Context: an optimization exercise on an open-source flow, tuned for a short achievable clock period. The choices shown serve that exercise and are no tape-out recipe.
The RTL was checked by simulation tests, not by an equivalence proof against the original design.

`design/flow/design.v`:
```
module tdc_timestamp (
    input wire clk,
    input wire rst_n,
    output reg [64-1:0] ts
);
    always @(posedge clk or negedge rst_n) begin
        if (!rst_n)
            ts <= 0;
        else
            ts <= ts + 1;
    end
endmodule
module topob_unpack (
    input wire clk,
    input wire rst_n,
    input wire valid_in,
    input wire [63:0] word0,
    input wire [63:0] word1,
    input wire [64-1:0] ts_now,
    output reg [16-1:0] inst_id,
    output reg [16-1:0]  bid_sz,
    output reg [32-1:0] bid_px,
    output reg [16-1:0]  ask_sz,
    output reg [32-1:0] ask_px,
    output reg [64-1:0] ts_in,
    output reg valid_out
);
    always @(posedge clk or negedge rst_n) begin
        if (!rst_n) begin
            inst_id   <= 0;
            bid_sz    <= 0;
            bid_px    <= 0;
            ask_sz    <= 0;
            ask_px    <= 0;
            ts_in     <= 0;
            valid_out <= 0;
        end else begin
            inst_id   <= word0[15:0];
            bid_px    <= word0[47:16];
            bid_sz    <= word0[63:48];
            ask_px    <= word1[31:0];
            ask_sz    <= word1[47:32];
            ts_in     <= ts_now;
            valid_out <= valid_in;
        end
    end
endmodule
module strategy_imbalance (
    input wire clk,
    input wire rst_n,
    input wire enable,
    input wire valid_in,
    input wire [16-1:0] bid_sz,
    input wire [16-1:0] ask_sz,
    input wire [32-1:0] bid_px,
    input wire [32-1:0] ask_px,
    input wire [16-1:0] inst_id,
    input wire [64-1:0] ts_in,
    input wire [16-1:0] imb_thresh,
    input wire [32-1:0] max_spread,
    input wire [16-1:0] default_qty,
    input wire [16-1:0] inst_filter,
    output reg valid_out,
    output reg side_out,  
    output reg [32-1:0] price_out,
    output reg [16-1:0] qty_out,
    output reg [16-1:0] inst_out,
    output reg [64-1:0] ts_out
);
    wire [16:0] ask_plus = {1'b0, ask_sz} + {1'b0, imb_thresh};
    wire [16:0] bid_plus = {1'b0, bid_sz} + {1'b0, imb_thresh};
    wire inst_ok = (inst_filter == 0) || (inst_id == inst_filter);
    always @(posedge clk or negedge rst_n) begin
        if (!rst_n) begin
            valid_out <= 0;
            side_out  <= 0;
            price_out <= 0;
            qty_out   <= 0;
            inst_out  <= 0;
            ts_out    <= 0;
        end else begin
            valid_out <= 0;
            if (enable) begin
                inst_out <= inst_id;
                ts_out   <= ts_in;
                if (valid_in && inst_ok && (ask_px >= bid_px) && ((ask_px - bid_px) <= max_spread)) begin
                    if ({1'b0, bid_sz} > ask_plus) begin
                        valid_out <= 1;
                        side_out  <= 0;
                        price_out <= bid_px;
                        qty_out   <= (bid_sz < default_qty) ? bid_sz : default_qty;
                    end else if ({1'b0, ask_sz} > bid_plus) begin
                        valid_out <= 1;
                        side_out  <= 1;
                        price_out <= ask_px;
                        qty_out   <= (ask_sz < default_qty) ? ask_sz : default_qty;
                    end
                end
            end
        end
    end
endmodule
module risk_checks(
    input clk,
    input rst_n,
    input valid_in,
    input side_in,
    input [32-1:0] price_in,
    input [16-1:0] qty_in,
    input [16-1:0] inst_in,
    input [64-1:0] ts_in,
    input [16-1:0] max_position,
    input [32+16-1:0] max_notional,
    input [64-1:0] min_interval_cycles,
    output reg valid_out,
    output reg side_out,
    output reg [32-1:0] price_out,
    output reg [16-1:0] qty_out,
    output reg [16-1:0] inst_out,
    output reg [64-1:0] ts_out,
    output reg [16-1:0] position_out,
    output reg [32+16-1:0] notional_out,
    output reg [64-1:0] ts_last_out
);
reg [16-1:0] position;
reg [32+16-1:0] notional;
reg [64-1:0] ts_last;
wire [32+16-1:0] order_value = price_in * qty_in;
wire [16:0] position_inc = {1'b0, position} + {1'b0, qty_in};
wire [16:0] position_dec = (position >= qty_in) ? {1'b0, position - qty_in} : 0;
wire [16:0] position_new = side_in ? position_inc : position_dec;
wire [32+16:0] notional_new = {1'b0, notional} + {1'b0, order_value};
always @(posedge clk or negedge rst_n) begin
    if (!rst_n) begin
        position <= {16{1'b0}};
        notional <= {(32+16){1'b0}};
        ts_last <= {64{1'b0}};
        valid_out <= 1'b0;
        side_out <= 1'b0;
        price_out <= {32{1'b0}};
        qty_out <= {16{1'b0}};
        inst_out <= {16{1'b0}};
        ts_out <= {64{1'b0}};
        position_out <= {16{1'b0}};
        notional_out <= {(32+16){1'b0}};
        ts_last_out <= {64{1'b0}};
    end else begin
        valid_out <= 1'b0;
        side_out <= side_in;
        price_out <= price_in;
        qty_out <= qty_in;
        inst_out <= inst_in;
        ts_out <= ts_in;
        position_out <= position;
        notional_out <= notional;
        ts_last_out <= ts_last;
        if (valid_in) begin
            if ((position_new <= {1'b0, max_position}) &&
                (notional_new <= {1'b0, max_notional}) &&
                ((ts_in - ts_last) >= min_interval_cycles)) begin
                valid_out <= 1'b1;
                position <= position_new[16-1:0];
                notional <= notional_new[32+16-1:0];
                ts_last <= ts_in;
                position_out <= position_new[16-1:0];
                notional_out <= notional_new[32+16-1:0];
                ts_last_out <= ts_in;
            end
        end
    end
end
endmodule
module tx_order_encoder(
    input clk,
    input rst_n,
    input valid_in,
    input [16-1:0] inst_id,
    input [32-1:0] price,
    input [16-1:0] qty,
    input side,
    input [64-1:0] ts_in,
    input [64-1:0] ts_now,
    output reg valid_out,
    output reg [63:0] word0,
    output reg [63:0] word1
);
    wire [64-1:0] latency_cycles = ts_now - ts_in + 1'b1;
    always @(posedge clk or negedge rst_n) begin
        if (!rst_n) begin
            valid_out <= 1'b0;
            word0 <= 64'd0;
            word1 <= 64'd0;
        end else begin
            valid_out <= 1'b0;
            if (valid_in) begin
                valid_out <= 1'b1;
                word0 <= {qty, price, inst_id};
                word1 <= {15'd0, latency_cycles[47:0], side};
            end
        end
    end
endmodule
module pipeline_top(
    input clk,
    input rst_n,
    input valid_in,
    input [63:0] tob_word0,
    input [63:0] tob_word1,
    input [16-1:0] cfg_imb_thresh,
    input [32-1:0] cfg_max_spread,
    input [16-1:0] cfg_default_qty,
    input [16-1:0] cfg_inst_filter,
    input [16-1:0] cfg_max_position,
    input [32+16-1:0] cfg_max_notional,
    input [64-1:0] cfg_min_interval,
    output valid_out,
    output [63:0] order_word0,
    output [63:0] order_word1
);
    reg [16-1:0]          c_thr, c_dq, c_filt, c_maxpos;
    reg [32-1:0]         c_spread;
    reg [32+16-1:0] c_maxnot;
    reg [64-1:0]            c_minint;
    always @(posedge clk) begin
        c_thr    <= cfg_imb_thresh;
        c_spread <= cfg_max_spread;
        c_dq     <= cfg_default_qty;
        c_filt   <= cfg_inst_filter;
        c_maxpos <= cfg_max_position;
        c_maxnot <= cfg_max_notional;
        c_minint <= cfg_min_interval;
    end
    wire [16-1:0] inst = tob_word0[15:0];
    wire [32-1:0]   bpx  = tob_word0[47:16];
    wire [16-1:0]    bsz  = tob_word0[63:48];
    wire [32-1:0]   apx  = tob_word1[31:0];
    wire [16-1:0]    asz  = tob_word1[47:32];
    wire inst_ok   = (c_filt == 0) || (inst == c_filt);
    wire spread_ok = (apx >= bpx) && ((apx - bpx) <= c_spread);
    wire sell = {1'b0, bsz} > ({1'b0, asz} + {1'b0, c_thr});
    wire buy  = {1'b0, asz} > ({1'b0, bsz} + {1'b0, c_thr});
    wire cand = valid_in && inst_ok && spread_ok && (sell || buy);
    wire [32-1:0] a_px  = sell ? bpx : apx;
    wire [16-1:0]  a_q   = sell ? ((bsz < c_dq) ? bsz : c_dq)
                                     : ((asz < c_dq) ? asz : c_dq);
    wire [32+16-1:0] a_val = a_px * a_q;
    reg                         b_cand, b_side;
    reg [32-1:0]          b_px;
    reg [16-1:0]           b_q;
    reg [16-1:0]        b_inst;
    reg [32+16-1:0]  b_val;
    always @(posedge clk or negedge rst_n) begin
        if (!rst_n) b_cand <= 1'b0;
        else        b_cand <= cand;
    end
    always @(posedge clk) begin
        b_side <= !sell;
        b_px   <= a_px;
        b_q    <= a_q;
        b_inst <= inst;
        b_val  <= a_val;
    end
    reg [16-1:0]          pos;
    reg [32+16-1:0] notional;
    reg [64-1:0]            gap1;
    reg                        gap_ok;
    wire [16:0] pos_inc = {1'b0, pos} + {1'b0, b_q};
    wire [16:0] pos_dec = (pos >= b_q) ? {1'b0, pos - b_q} : {(16+1){1'b0}};
    wire pos_ok = b_side ? (pos_inc <= {1'b0, c_maxpos})
                         : ({1'b0, pos} <= ({1'b0, b_q} + {1'b0, c_maxpos}));
    wire [32+16:0] not_new = {1'b0, notional} + {1'b0, b_val};
    wire not_ok = not_new <= {1'b0, c_maxnot};
    wire acc = b_cand && pos_ok && not_ok && gap_ok;
    always @(posedge clk or negedge rst_n) begin
        if (!rst_n) begin
            pos      <= 0;
            notional <= 0;
            gap1     <= 0;
            gap_ok   <= 1'b0;
        end else begin
            if (acc) begin
                pos      <= b_side ? pos_inc[16-1:0] : pos_dec[16-1:0];
                notional <= not_new[32+16-1:0];
                gap1     <= 2;
                gap_ok   <= c_minint <= 1;
            end else begin
                gap1     <= gap1 + 1'b1;
                gap_ok   <= gap1 >= c_minint;
            end
        end
    end
    assign valid_out   = acc;
    assign order_word0 = {b_q, b_px, b_inst};
    assign order_word1 = {15'd0, 47'd0, 1'b1, b_side};
endmodule
```
`design/flow/constraint.sdc`:
```
create_clock -name core_clock -period 12.0 [get_ports {clk}]
set_input_delay 2.4000 -clock core_clock [delete_from_list [all_inputs] [get_ports {clk}]]
set_output_delay 2.4000 -clock core_clock [all_outputs]
set_load 0.01 [all_outputs]
```
`design/flow/run.sh`:
```
#!/bin/bash
# synth_recipe.tcl (not shown) runs the flow's synth.tcl, then flattens the netlist and writes it again
# the make line also repeats each setting of config.mk as NAME=value (left out here)
make -C /OpenROAD-flow-scripts/flow DESIGN_CONFIG=/design/flow/config.mk WORK_HOME=/design/flow/orfs CLKGATE_MAP_FILE= SYNTH_SCRIPT=/design/flow/synth_recipe.tcl finish
```
`design/flow/config.mk`:
```
export PLATFORM = sky130hd
export DESIGN_NAME = pipeline_top
export DESIGN_NICKNAME = pipeline_top
export VERILOG_FILES = /design/flow/design.v
export SDC_FILE = /design/flow/constraint.sdc
export NUM_CORES = 4
export LEC_CHECK = 0
export CAP_MARGIN = 20
export CORE_MARGIN = 2
export CORE_UTILIZATION = 40
export SLEW_MARGIN = 20
```
==> flow_metrics.env <==
export IMPL_grt_pass1_vias=38500
export IMPL_max_stage_delay_ns=0.64
export IMPL_rsz0062_at_grt="true"
export IMPL_clockBufferDepth=3
export IMPL_drt_total_wl_um=146000
export IMPL_synth_cells=4909
export IMPL_first_pass_iters=8
export IMPL_wl_met3_um=12200
export IMPL_post_dp_hpwl_um=117000
export IMPL_drv_cap=0
export IMPL_critPathLaunchType="input pin"
export IMPL_clock_latency_ns=0.70
export IMPL_cp_data_required_time_ns=12.63
export IMPL_synth_area_per_cell_um2=9.02
export IMPL_yosysSeqAreaShare_pct=21.9
export IMPL_port_buffers=388
export IMPL_fp_dieH_um=337
export IMPL_placed_cell_area_um2=53100
export IMPL_synth_top_family_by_area="adder cells"
export IMPL_relSlewSlack_pct=30.5
export IMPL_layout_min_cycle_time_ns=11.83
export IMPL_synthXorXnorAreaFrac_pct=4.65
export IMPL_grt_pass1_wl_um=222000
export IMPL_whs_endpoint="notional[17]"
export IMPL_synth_edf_count=0
export IMPL_r2r_cells=44
export IMPL_ant_nets=0
export IMPL_grt_usage_pct=25.3
export IMPL_cpMaxStageDelayCell="fa_2"
export IMPL_timing_hold_violations_final=0
export IMPL_critical_path_endpoint_type="flip-flop"
export IMPL_hold_buffers=0
export IMPL_final_cell_mix="inv_1, ha_1, buf_4"
export IMPL_grt_max_degree=80
export IMPL_r2r_end="b_val[45]"
export IMPL_drt_iter0_drc=2620
export IMPL_synthAdderAreaFrac_pct=33.9
export IMPL_fin_area_um2=56600
export IMPL_ys_warnings_count=1
export IMPL_dieArea_um2=113000
export IMPL_dp_slack_ns=-1.44
export IMPL_vias=38400
export IMPL_fin_ws_ns=0.170
export IMPL_m1WireLength_um=62300
export IMPL_final_nets=6993
export IMPL_cpMostUsedCell="fa_2"
export IMPL_final_core_util_pct=51.3
export IMPL_clock_tree_root_cell="clkbuf_16"
export IMPL_cts_buffers=57
export IMPL_min_path_cells=1
export IMPL_synth_largest_area_cell="fa_1"
export IMPL_synthFlopType="dfxtp_1"
export IMPL_r2r_slack_ns=1.62
export IMPL_synth_compound_area_share_pct=12.4
export IMPL_finalSetupViolations=0
export IMPL_initial_core_util_pct=40.2
export IMPL_min_path_type="reg -> reg"
export IMPL_syn_cell_area_um2=44300
export IMPL_path_clk_slew_ns=0.06
export IMPL_rows=122
export IMPL_htreeDepth=2
export IMPL_min_from="notional[17]"
export IMPL_core_um2=110000
export IMPL_synthArstFlopShare_pct=28.8
export IMPL_tightest_slew_ns=1.03
export IMPL_ys_ff_latch=451
export IMPL_critPathKind="in -> reg"
export IMPL_cts_sinks=451
export IMPL_slew_viol_final=0
export IMPL_die_w_um=337
export IMPL_ys_top_cells_by_area="fa_1, ha_1, dfxtp_1, dfrtp_1, inv_1"
export IMPL_synth_distinct_cells=96
export IMPL_timing_rr_start="c_thr[0]"
export IMPL_io_pins=468
export IMPL_synth_simple_area_share_pct=15.9
export IMPL_tritoncts="yes"
export IMPL_wl_per_cell_um=20.1
export IMPL_top_layer="met4"
export IMPL_vias_per_cell=5.30
export IMPL_dr_wl_met2_um=65500
export IMPL_synth_mux_area_share_pct=1.42
export IMPL_area_growth_pct=27.7
export IMPL_mostFrequentLayoutCell="inv_1"
export IMPL_yosysTopAreaCellShare_pct=19.2
export IMPL_antenna_found_initial=5
export IMPL_fmax_mhz=84.5
export IMPL_cp_max_fo=6
export IMPL_finClkSkew_ns=0.0299
export IMPL_grt_overflow=0
export IMPL_drc=0
export IMPL_outcome="no timing/DRC/antenna violations"
export IMPL_drive_above_1_share_pct=14.4
export IMPL_gp_routability_congestion=0.958
export IMPL_fin_crit_sh_pct=98.6
export IMPL_worst_ep_arrival_time_ns=12.46
[per-stage QoR]
stage / std cells / hold slack (ns) / setup TNS (ns)
detailed placement: 7085 / 0.482 / -33.97
global placement: 7084 / 0.471 / -31.98
CTS: 7232 / 0.495 / 0
floorplan: 4970 / 0.451 / -0.0343
finish: 7248 / 0.489 / 0
global route: 7248 / 0.511 / -0.239
[worst max path at each step]
stage               depth (start not counted)           from        end  slack (ns)
finish                                     45  tob_word1[32]  b_val[45]        0.17
global route                               46  tob_word1[32]  b_val[45]       -0.15
CTS                                        44  tob_word1[32]  b_val[45]      0.0002
detailed placement                         41  tob_word1[32]  b_val[45]       -1.44
global placement                           41  tob_word1[32]  b_val[45]       -1.38
floorplan                                  44  tob_word1[32]  b_val[45]       -0.03
[metal layers]
| metal | vias up | global-route usage (%) |
|---|---|---|
| li1 | 18100 | - |
| met1 | 18400 | 33.6 |
| met2 | 1581 | 40.6 |
| met3 | 315 | 5.21 |
| met4 | 0 | 9.07 |
| met5 | - | 0 |
[kinds of logic after synthesis]
group | count (synthesis)
AO/OA/AOI/OAI | 811
XOR/XNOR | 235
flip-flops | 451
multiplexers | 56
buffers and inverters | 1042
adder cells (fa/ha/maj) | 944
other | 2
AND/OR/NAND/NOR | 1368
[layout make-up]
type	count	area (um2)
Sequential cell	451	9680
Inverter	792	2980
Clock inverter	31	425
Timing Repair Buffer	931	8700
Antenna cell	1	2.50
Tap cell	1488	1860
Fill cell	10300	53600
Multi-Input combinational cell	3477	31200
Clock buffer	77	1740
[worst max-delay path, delay by kind of cell]
kind            cells  cell delay, ns
fa+ha+maj          10            4.26
compound gates     16            2.86
simple gates        7            1.44
buf+inv            11            1.36
xor+xnor            1            0.12
[timing repair]
action | CTS | global route
pin swaps | 88 | 118
cloned | 2 | 1
resized for setup | 106 | 79
endpoints found under the setup margin | 27 | 25
buffers inserted | 38 | 15
[registers in the layout (all words and copies together) (netlist names)]
name,flops
c_minint,64
gap1,64
b_val,48
c_maxnot,48
notional,48
b_px,32
c_spread,32
b_inst,16
b_q,16
c_dq,16
c_filt,16
c_maxpos,16
c_thr,16
pos,16
b_cand,1
b_side,1
gap_ok,1
[cells in the mapped netlist, drive strengths merged, types with 9 or more instances]
master and instances:
or2 14, nor3 213, fa 425, and3 61
a2111oi 10, a21o 118, nand4 98, a211oi 25
mux2 53, and4 17, nand2b 41, xnor2 128
nor3b 28, o2111ai 11, nand3b 11, xor2 107
ha 519, nand2 174, nor4 33, nor2b 39
buf 139, and2 14, o21ai 142, or3 79
o211ai 14, clkinv 12, nand3 300, inv 780
a221oi 9, dfrtp 130, o22ai 10, nor2 228
o311ai 9, dfxtp 321, a21boi 39, a21oi 227
o21a 38, o31ai 11, a31oi 27, clkbuf 111
o21bai 35

==> re-timing with driven ports <==
In the flow no input, the clock included, has a driving cell. The finished layout below was timed again as built, in two steps.
Step 1: set_driving_cell puts a clkbuf_16 on clk and a buf_2 on each other input, an assumption about the parent block.
Step 2, shift: input delay + t, output delay - t, t = (earliest + latest rising clock arrival at the registers) / 2. This alone moves slack from input paths to output paths.
a / b / c = ideal ports / drivers / drivers and shift; a / b = the first two.
shift t [ns]: 0.760
setup WS [ns]: 0.170 / 0.207 / -0.553
slew at the worst register clock pin (ns): 0.07 / 0.07
worst data-port slew with drivers (ns): 0.07
With both steps, setup timing fails in this run, where it was met with ideal ports. The setup slack of this run moves by +0.037 ns with the drivers and by -0.723 ns with both steps.
